Background: an optimization exercise with open tools, aiming at small area. Do not read the settings as production practice. Function was checked by simulation only, so behaviour that the tests miss may differ from the original. No activity file was given, so power comes from the tool's default toggle rates.

==> flow/design.v <==
`timescale 1ns / 1ps
module uart(
    input clk,  
    input rst,  
    input rx,   
    output tx,  
    input transmit,          
    input [7:0] tx_byte,     
    output received,         
    output [7:0] rx_byte,    
    output is_receiving,     
    output is_transmitting,  
    output recv_error        
    );
parameter CLOCK_DIVIDE = 651;  
parameter RX_IDLE = 0;
parameter RX_CHECK_START = 1;
parameter RX_READ_BITS = 2;
parameter RX_CHECK_STOP = 3;
parameter RX_DELAY_RESTART = 4;
parameter RX_ERROR = 5;
parameter RX_RECEIVED = 6;
parameter TX_IDLE = 0;
parameter TX_SENDING = 1;
parameter TX_DELAY_RESTART = 2;
reg [10:0] rx_clk_divider;
reg [10:0] tx_clk_divider;
reg       rx_ff;
reg [2:0] recv_state;
reg [5:0] rx_countdown;
reg [3:0] rx_bits_remaining;
reg [7:0] rx_data;
reg tx_out;
reg [1:0] tx_state;
reg [5:0] tx_countdown;
reg [3:0] tx_bits_remaining;
reg [7:0] tx_data;
assign received = (recv_state == RX_RECEIVED);
assign recv_error = (recv_state == RX_ERROR);
assign is_receiving = (recv_state != RX_IDLE);
assign rx_byte = rx_data;
assign tx = tx_out;
assign is_transmitting = tx_state != TX_IDLE;
always @(posedge clk) begin
  if (rst) begin
    recv_state = RX_IDLE;
    tx_state = TX_IDLE;
    tx_out = 1;
  end
  else begin
    rx_ff <= rx;
  end
  rx_clk_divider = rx_clk_divider - 1'b1;
  if (!rx_clk_divider) begin
    rx_clk_divider = CLOCK_DIVIDE;
    rx_countdown = rx_countdown - 1'b1;
  end
  tx_clk_divider = tx_clk_divider - 1'b1;
  if (!tx_clk_divider) begin
    tx_clk_divider = CLOCK_DIVIDE;
    tx_countdown = tx_countdown - 1'b1;
  end
  case (recv_state)
    RX_IDLE: begin
      if (!rx_ff) begin
        rx_clk_divider = CLOCK_DIVIDE;
        rx_countdown = 8;
        recv_state = RX_CHECK_START;
      end
    end
    RX_CHECK_START: begin
      if (!rx_countdown) begin
        if (!rx_ff) begin
          rx_countdown = 16;
          rx_bits_remaining = 8;
          recv_state = RX_READ_BITS;
        end else begin
          recv_state = RX_ERROR;
        end
      end
    end
    RX_READ_BITS: begin
      if (!rx_countdown) begin
        rx_data = {rx_ff, rx_data[7:1]};
        rx_countdown = 16;
        rx_bits_remaining = rx_bits_remaining - 1'b1;
        recv_state = rx_bits_remaining ? RX_READ_BITS : RX_CHECK_STOP;
      end
    end
    RX_CHECK_STOP: begin
      if (!rx_countdown) begin
        recv_state = rx_ff ? RX_RECEIVED : RX_ERROR;
      end
    end
    RX_DELAY_RESTART: begin
      recv_state = rx_countdown ? RX_DELAY_RESTART : RX_IDLE;
    end
    RX_ERROR: begin
      rx_countdown = 32;
      recv_state = RX_DELAY_RESTART;
    end
    RX_RECEIVED: begin
      recv_state = RX_IDLE;
    end
    default: recv_state = RX_IDLE;
  endcase
  case (tx_state)
    TX_IDLE: begin
      if (transmit) begin
        tx_data = tx_byte;
        tx_clk_divider = CLOCK_DIVIDE;
        tx_countdown = 16;
        tx_out = 0;
        tx_bits_remaining = 8;
        tx_state = TX_SENDING;
      end
    end
    TX_SENDING: begin
      if (!tx_countdown) begin
        if (tx_bits_remaining) begin
          tx_bits_remaining = tx_bits_remaining - 1'b1;
          tx_out = tx_data[0];
          tx_data = {1'b0, tx_data[7:1]};
          tx_countdown = 16;
          tx_state = TX_SENDING;
        end else begin
          tx_out = 1;
          tx_countdown = 32;
          tx_state = TX_DELAY_RESTART;
        end
      end
    end
    TX_DELAY_RESTART: begin
      tx_state = tx_countdown ? TX_DELAY_RESTART : TX_IDLE;
    end
    default: tx_state = TX_IDLE;
  endcase
end
endmodule
`timescale 1ns / 1ps
module lab6(
  input  clk,
  input  reset_n,
  input  [3:0] usr_btn,
  output [3:0] usr_led,
  input  uart_rx,
  output uart_tx
);
localparam [2:0] S_MAIN_INIT = 0,
                 S_MAIN_PROMPT1 = 1, S_MAIN_READ_NUM1 = 2,
                 S_MAIN_PROMPT2=3, S_MAIN_READ_NUM2 =4,
                 S_MAIN_COMPUTE=5,S_MAIN_REPLY=6;
localparam [1:0] S_UART_IDLE = 0, S_UART_WAIT = 1,
                 S_UART_SEND = 2, S_UART_INCR = 3;
localparam INIT_DELAY = 100_000;  
localparam MEM_SIZE=128;
localparam MAIN_PROMPT_STR=0;
localparam SECOND_PROMPT_STR=34;
localparam DIVISION_REPLY=69;
reg [16-1:0] A;
reg [16-1:0] B;
reg [16-1:0] ans;
reg [16-1:0] remainder;
reg [4:0] counter;
reg [16-1:0] div_rem, div_q;
integer i;
wire enter_pressed;
wire print_enable, print_done;
reg [$clog2(MEM_SIZE):0] send_counter;
reg [2:0] P, P_next;
reg [1:0] Q, Q_next;
reg [$clog2(INIT_DELAY):0] init_counter;
reg [7:0] data[0:101];    
wire transmit;
wire received;
wire [7:0] rx_byte;
reg  [7:0] rx_temp;   
wire [7:0] tx_byte;
wire key_input;
wire is_receiving;
wire is_transmitting;
wire recv_error;
reg finish;
wire DIV_finish;
uart #(.CLOCK_DIVIDE(54)) uart(
  .clk(clk),
  .rst(~reset_n),
  .rx(uart_rx),
  .tx(uart_tx),
  .transmit(transmit),
  .tx_byte(tx_byte),
  .received(received),
  .rx_byte(rx_byte),
  .is_receiving(is_receiving),
  .is_transmitting(is_transmitting),
  .recv_error(recv_error)
);
always@(posedge clk)begin
    if(~reset_n)begin
        {data[0],data[1],data[2],data[3],data[4],data[5],data[6],data[7],data[8],data[9],data[10],data[11],data[12],data[13],data[14],data[15],data[16],data[17],
        data[18],data[19],data[20],data[21],data[22],data[23],data[24],data[25],data[26],data[27],data[28],data[29],data[30],data[31],data[32],data[33]}
        <={8'h0D,8'h0A,"Enter the first decimal number:",8'h00};    
    end
    else begin
        {data[34],data[35],data[36],data[37],data[38],data[39],data[40],data[41],data[42],data[43],data[44],data[45],data[46],data[47],data[48],data[49],data[50],data[51],
        data[52],data[53],data[54],data[55],data[56],data[57],data[58],data[59],data[60],data[61],data[62],data[63],data[64],data[65],data[66],data[67],data[68]}
        <={8'h0D,8'h0A,"Enter the second decimal number:",8'h00};  
        {data[69],data[70],data[71],data[72],data[73],data[74],data[75],data[76],data[77],data[78],data[79],data[80],data[81],data[82],
        data[83],data[84],data[85],data[86],data[87],data[88],data[89],data[90],data[91],data[92],data[93],data[94],data[95],data[96],data[97]}
        <={8'h0D,8'h0A,"The integer quotient is: 0x"};
        data[98] <= (ans[15:12] > 4'd9) ? ans[15:12] + 8'd55 : ans[15:12] + 8'd48 ;
        data[99] <= (ans[11:8] > 4'd9) ?  ans[11:8] + 8'd55 : ans[11:8] + 8'd48 ;
        data[100] <= (ans[7:4] > 4'd9) ? ans[7:4] + 8'd55 : ans[7:4] + 8'd48 ;
        data[101] <= (ans[3:0] > 4'd9) ? ans[3:0] + 8'd55 : ans[3:0] + 8'd48 ;     
    end
end
assign usr_led = counter;
assign enter_pressed = (rx_temp == 8'h0D);  
assign key_input=(rx_temp == 8'h30 || rx_temp == 8'h31 || rx_temp == 8'h32 || rx_temp == 8'h33 || rx_temp == 8'h34 || rx_temp == 8'h35 || rx_temp == 8'h36 || rx_temp == 8'h37 || rx_temp == 8'h38 || rx_temp == 8'h39);
assign tx_byte  = key_input ? rx_byte : (send_counter < 102) ? data[send_counter] : 8'h00;
assign print_enable = (P == S_MAIN_PROMPT1 || P == S_MAIN_PROMPT2 || P == S_MAIN_REPLY );
assign print_done = (Q==S_UART_INCR) ? (tx_byte == 8'h00) : ~print_enable;
assign DIV_finish = finish;
assign transmit = (Q_next == S_UART_WAIT || key_input);
always @(posedge clk) begin
  if (~reset_n) P <= S_MAIN_INIT;
  else P <= P_next;
end
always @(*) begin  
  case (P)
    S_MAIN_INIT:  
	   if (init_counter < INIT_DELAY) P_next = S_MAIN_INIT;
		else P_next = S_MAIN_PROMPT1;
    S_MAIN_PROMPT1:  
      if (print_done) P_next = S_MAIN_READ_NUM1;
      else P_next = S_MAIN_PROMPT1;
    S_MAIN_READ_NUM1:  
      if (enter_pressed) P_next = S_MAIN_PROMPT2;
      else P_next = S_MAIN_READ_NUM1;
    S_MAIN_PROMPT2:
      if(print_done) P_next = S_MAIN_READ_NUM2;
      else P_next = S_MAIN_PROMPT2;
    S_MAIN_READ_NUM2:
      if(enter_pressed) P_next = S_MAIN_COMPUTE;
      else P_next = S_MAIN_READ_NUM2;
    S_MAIN_COMPUTE:
        if(DIV_finish) P_next = S_MAIN_REPLY;
        else P_next = S_MAIN_COMPUTE;
    S_MAIN_REPLY:  
      if (print_done) P_next = S_MAIN_INIT;
      else P_next = S_MAIN_REPLY;
    default: P_next = S_MAIN_INIT;
  endcase
end
always @(posedge clk) begin
  if (~reset_n) init_counter <= 0;
  else if (P == S_MAIN_INIT) init_counter <= init_counter + 1'b1;
  else init_counter <= 0;
end
always@(posedge clk)begin
    if(~reset_n)begin
        A[16-1:0] <= 16'b0;
        B[16-1:0] <= 16'b0;
        ans [16-1:0] <= 16'b0;
        remainder [16-1:0] <= 16'b0;
        finish <= 1'b0;
        counter<=16;         
    end
    if(P == S_MAIN_INIT)begin
         A[16-1:0] <= 16'b0;
         B[16-1:0] <= 16'b0;
        ans [16-1:0] <= 16'b0;
        remainder [16-1:0] <= 16'b0;
        finish <= 1'b0; 
        counter<=16;             
    end
    if(P==S_MAIN_READ_NUM1 && key_input)begin
        A<=A*16'd10+({8'd0,rx_temp}-16'd48);
    end
    if(P==S_MAIN_READ_NUM2 && key_input)begin
        B<=B*16'd10+({8'd0,rx_temp}-16'd48);
    end
    if(P==S_MAIN_COMPUTE && !finish)begin
        div_rem = remainder;
        div_q = ans;
        for(i=16; i>0; i=i-1)begin
            div_rem = {div_rem[14:0],A[i-1]};
            if(div_rem >= B)begin
                div_rem = div_rem - B;
                div_q[i-1] = 1'b1;
            end
        end
        remainder <= div_rem;
        ans <= div_q;
        counter <= 0;
        finish <= 1'b1;
    end 
end
always @(posedge clk) begin
  if (~reset_n) Q <= S_UART_IDLE;
  else Q <= Q_next;
end
always @(*) begin  
  case (Q)
    S_UART_IDLE:  
      if (print_enable) Q_next = S_UART_WAIT;
      else Q_next = S_UART_IDLE;
    S_UART_WAIT:  
      if (is_transmitting == 1) Q_next = S_UART_SEND;
      else Q_next = S_UART_WAIT;
    S_UART_SEND:  
      if (is_transmitting == 0) Q_next = S_UART_INCR;  
      else Q_next = S_UART_SEND;
    S_UART_INCR:
      if (tx_byte == 8'h0) Q_next = S_UART_IDLE;  
      else Q_next = S_UART_WAIT;
  endcase
end
always @(posedge clk) begin
  case (P_next)
    S_MAIN_INIT: send_counter <= MAIN_PROMPT_STR;
    S_MAIN_READ_NUM1: send_counter <= SECOND_PROMPT_STR;
    S_MAIN_READ_NUM2: send_counter <= DIVISION_REPLY;
    default: send_counter <= send_counter + (Q_next == S_UART_INCR);
  endcase
end
always @(posedge clk) begin
  rx_temp <= (received)? rx_byte : 8'h0;
end
endmodule
==> flow/run.sh <==
#!/bin/bash
# synth_recipe.tcl (not shown) runs the flow's synth.tcl, then flattens the netlist and writes it again
# the make line also repeats each setting of config.mk as NAME=value (left out here)
make -C /OpenROAD-flow-scripts/flow DESIGN_CONFIG=/design/flow/config.mk WORK_HOME=/design/flow/orfs CLKGATE_MAP_FILE= SYNTH_SCRIPT=/design/flow/synth_recipe.tcl finish
==> flow/config.mk <==
export PLATFORM = sky130hd
export DESIGN_NAME = lab6
export DESIGN_NICKNAME = lab6
export VERILOG_FILES = /design/flow/design.v
export SDC_FILE = /design/flow/constraint.sdc
export NUM_CORES = 8
export LEC_CHECK = 0
export CAP_MARGIN = 20
export CORE_MARGIN = 2
export CORE_UTILIZATION = 40
export SLEW_MARGIN = 20
==> flow/constraint.sdc <==
create_clock -name core_clock -period 35.0 [get_ports {clk}]
set_input_delay 7.0000 -clock core_clock [delete_from_list [all_inputs] [get_ports {clk}]]
set_output_delay 7.0000 -clock core_clock [all_outputs]
set_load 0.01 [all_outputs]
==> out/metrics.cfg <==
[synthesis]
yosysTopAreaCellShare_pct=16.26
avgSynthCellArea_um2=7.808
ys.flop_type=edfxtp_1
async_reset_ff_share_pct=0
yosysSeqAreaShare_pct=18.77
synth_cell_types=103
ys_warn_count=3
synth_area_um2=27080
synth_seq_cells=196
synth_edf_count=116
synth.area.top_cells=ha_1 16%, edfxtp_1 13%, dfxtp_1 5.9%, xnor2_1 5.5%, nor2_1 5.1%
syn_inst=3469
yosysTopAreaCell=ha_1

[job]
drv_cap=0

[setup_path]
critical_path_class=flop to flop
slowest_delay_ns=0.57
worstSetupStartpoint=A[15]$_SDFFCE_PN0P_
slowest_stage=or4_1
regToRegEndpoint=remainder[6]$_SDFFCE_PN0P_
critPathMostFrequentCell=buf_4
start_kind=flop
crit_required_ns=35.21
crit_path_end_kind=flop
r2r_start=A[15]$_SDFFCE_PN0P_
rrSetupSlack_ns=1.64
path_max_fanout=15
crit_path_end=remainder[6]$_SDFFCE_PN0P_
reg2reg_depth=145
arrival_ns=33.58

[cts]
cts_buffers=17
clk_pin_slew_ns=0.09
clock_latency_ns=0.46
clock-root-buffer=clkbuf_16
htree_levels=4
cts.sinks=196
cts_tree=yes
cts_buffer_depth=2
hold_buffers=0

[sta]
fin_tns_setup_ns=0
fin_skew_ns=0.01852
final-hold-violation-count=0
worst_pin_slew_ns=0.9978
relSlewSlack_pct=31.76
fmax_mhz=29.97
min_period_over_period_pct=95.33
period_needed_ns=33.36
report.final.slew_viol_count=0
worst_hold_slack_ns=0.4596
setup_viol=0

[detailed_routing]
wl_per_cell_um=18.37
drtAntennaViolNets=0
drtIter0Drc=1977
drcViolationCount=0
vias=26561
drt-vias-per-instance=5.798
drtPass1Iterations=6
routed_wl_um=84140

[floorplan]
rows=95
start_util_pct=40.33
dieWidth_um=264.2
fp.dieArea_um2=69810
core_um2=67160
die_h_um=264.2
pin_count=12

[grt]
grt_max_degree=55
antenna_found_initial=1
grt_pass1_vias=24486
grt_overflow=0
grt_pass1_wl_um=132100
track_usage_pct=23.45

[power_and_ir_drop]
finalPower_uw=527.3
cellPowerDensity_nw_per_um2=16.81
p_leak_uw=0.01379
ir_drop_mv=0.03405

[layout]
layout_commonest_cell=nor2_1
layout_common_cells=364 x nor2_1, 348 x ha_1, 312 x buf_4, 264 x nand2_1, 224 x a21oi_1
fill_cells=6619
nets=4073
drive_gt1_share_pct=14.84
utilization_pct=46.69
area_growth_pct=15.77

[worst_hold_path]
hold_depth=1
min_path_type=flop to flop

[place]
io_buffers=3
dp_hpwl_um=64500
gp_congestion=0.9419

[status]
status=no timing/DRC/antenna violations

==> worst min-delay path by stage <==
stage	slack, ns	from	end
floorplan	0.42	init_counter[0]$_SDFF_PN0_	init_counter[0]$_SDFF_PN0_
finish	0.46	init_counter[0]$_SDFF_PN0_	init_counter[0]$_SDFF_PN0_
global route	0.50	init_counter[0]$_SDFF_PN0_	init_counter[0]$_SDFF_PN0_
global placement	0.43	init_counter[0]$_SDFF_PN0_	init_counter[0]$_SDFF_PN0_
CTS	0.46	init_counter[0]$_SDFF_PN0_	init_counter[0]$_SDFF_PN0_
detailed placement	0.44	init_counter[0]$_SDFF_PN0_	init_counter[0]$_SDFF_PN0_
==> registers in the layout (all words and copies together), names as in the netlist, 4 cells and up <==
name,flops
send_counter,8
ans,16
uart.tx_countdown,6
uart.tx_clk_divider,11
uart.tx_data,8
remainder,15
rx_temp,8
init_counter,18
uart.tx_bits_remaining,4
A,16
B,16
uart.rx_bits_remaining,4
uart.rx_clk_divider,11
data,28
uart.rx_data,8
uart.rx_countdown,6
==> layout make-up <==
type	count	area (um^2)	area share, %
Clock inverter	15	226.5	0.7222
Sequential cell	196	5085	16.22
Clock buffer	17	425.4	1.357
Tap cell	873	1092	3.484
Timing Repair Buffer	322	2464	7.857
Multi-Input combinational cell	2958	21310	67.96
Antenna cell	1	2.502	0.007981
Inverter	199	750.7	2.394
==> repair_timing <==
action / CTS / global route
buffers inserted: 2 / 28
endpoints found under the hold margin: 0 / 0
resized for setup: 8 / 126
setup endpoints to repair: 16 / 17
pin swaps: 1 / 38
==> worst max-delay path, delay by kind of cell, from the launching register on <==
kind                     cells  cell delay (ns)
adder cells (fa/ha/maj)     17             5.17
multiplexers                 6             1.88
buffers and inverters       24             3.70
flip-flops                   1             0.43
AND/OR/NAND/NOR             30             7.33
AO/OA/AOI/OAI               68            14.53
==> cell families (layout without fill, tap and decap cells) <==
| kind of cell | after synthesis | after routing | synth area share [%] |
|---|---|---|---|
| buffers and inverters | 318 | 553 | 4.643 |
| and+or+nand+nor | 1213 | 1213 | 22.04 |
| DFF | 196 | 196 | 18.77 |
| xor gates and xnor gates | 261 | 261 | 8.440 |
| AOI/OAI and AO/OA | 1045 | 1045 | 25.80 |
| other | 1 | 5 | 0.01385 |
| muxes | 63 | 63 | 2.559 |
| adders and majority gates | 372 | 372 | 17.74 |
==> metal layers <==
layer,track usage [%],share of wire (%),vias up,wire length [um]
met4,5.559,2.0,0,1642
li1,-,-,13313,-
met1,33.78,48,12532,40570
met3,1.603,5.0,90,4205
met2,38.09,45,626,37730
met5,0,0,-,0
==> where the power goes <==
| part | switching, uW | leakage, uW | total, uW | internal [uW] |
|---|---|---|---|---|
| sequential | 14.8 | 0.00192 | 269 | 255 |
| clock | 105 | 0.000316 | 216 | 112 |
| combinational | 21.0 | 0.0116 | 41.4 | 20.4 |
==> through the flow <==
step                cells  setup slack [ns]  instance area (um^2)
finish               4581             1.636                 31360
global route         4580           -0.2021                 31350
CTS                  4552          0.007741                 30630
detailed placement   4518           -0.2696                 29930
global placement     4518           -0.2858                 29920
floorplan            3472           0.02340                 27110
==> cells in the mapped netlist (all sizes together), types with 26 or more instances <==
cell / number
a211oi: 35
a21boi: 31
a21o: 74
a21oi: 239
a31oi: 32
and2: 26
and3: 29
buf: 43
clkbuf: 76
dfxtp: 80
edfxtp: 116
ha: 352
inv: 197
mux2: 41
nand2: 267
nand2b: 58
nand3: 78
nand4: 50
nor2: 372
nor2b: 51
nor3: 106
o211ai: 37
o21a: 76
o21ai: 242
o31ai: 29
or3: 38
xnor2: 170
xor2: 91

## afterwards: timing with drivers on the ports
In the flow no input, the clock included, has a driving cell. The finished layout below was timed again as built, in two steps. Step 1 (the two cells are an assumption about what drives the block):
set clk [get_ports {clk}]
set_driving_cell -lib_cell sky130_fd_sc_hd__clkbuf_16 $clk
set_driving_cell -lib_cell sky130_fd_sc_hd__buf_2 [delete_from_list [all_inputs] $clk]
Step 2 adds t to the input delays and takes it off the output delays; t is the mean of the earliest and latest rising clock arrival at the registers after step 1. Input paths then give back, and output paths get back, about the clock's delay inside the block. a / b / c = ideal ports / drivers / drivers and shift; a / b = the first two.
shift t [ns]: 0.522
setup slack, ns: 1.636 / 1.636 / 1.636
cell pins on the clock port's net: 1
After both steps setup and hold are still met in this run. For this run, drivers alone change the setup slack by 0.000 ns; drivers and shift together by 0.000 ns.
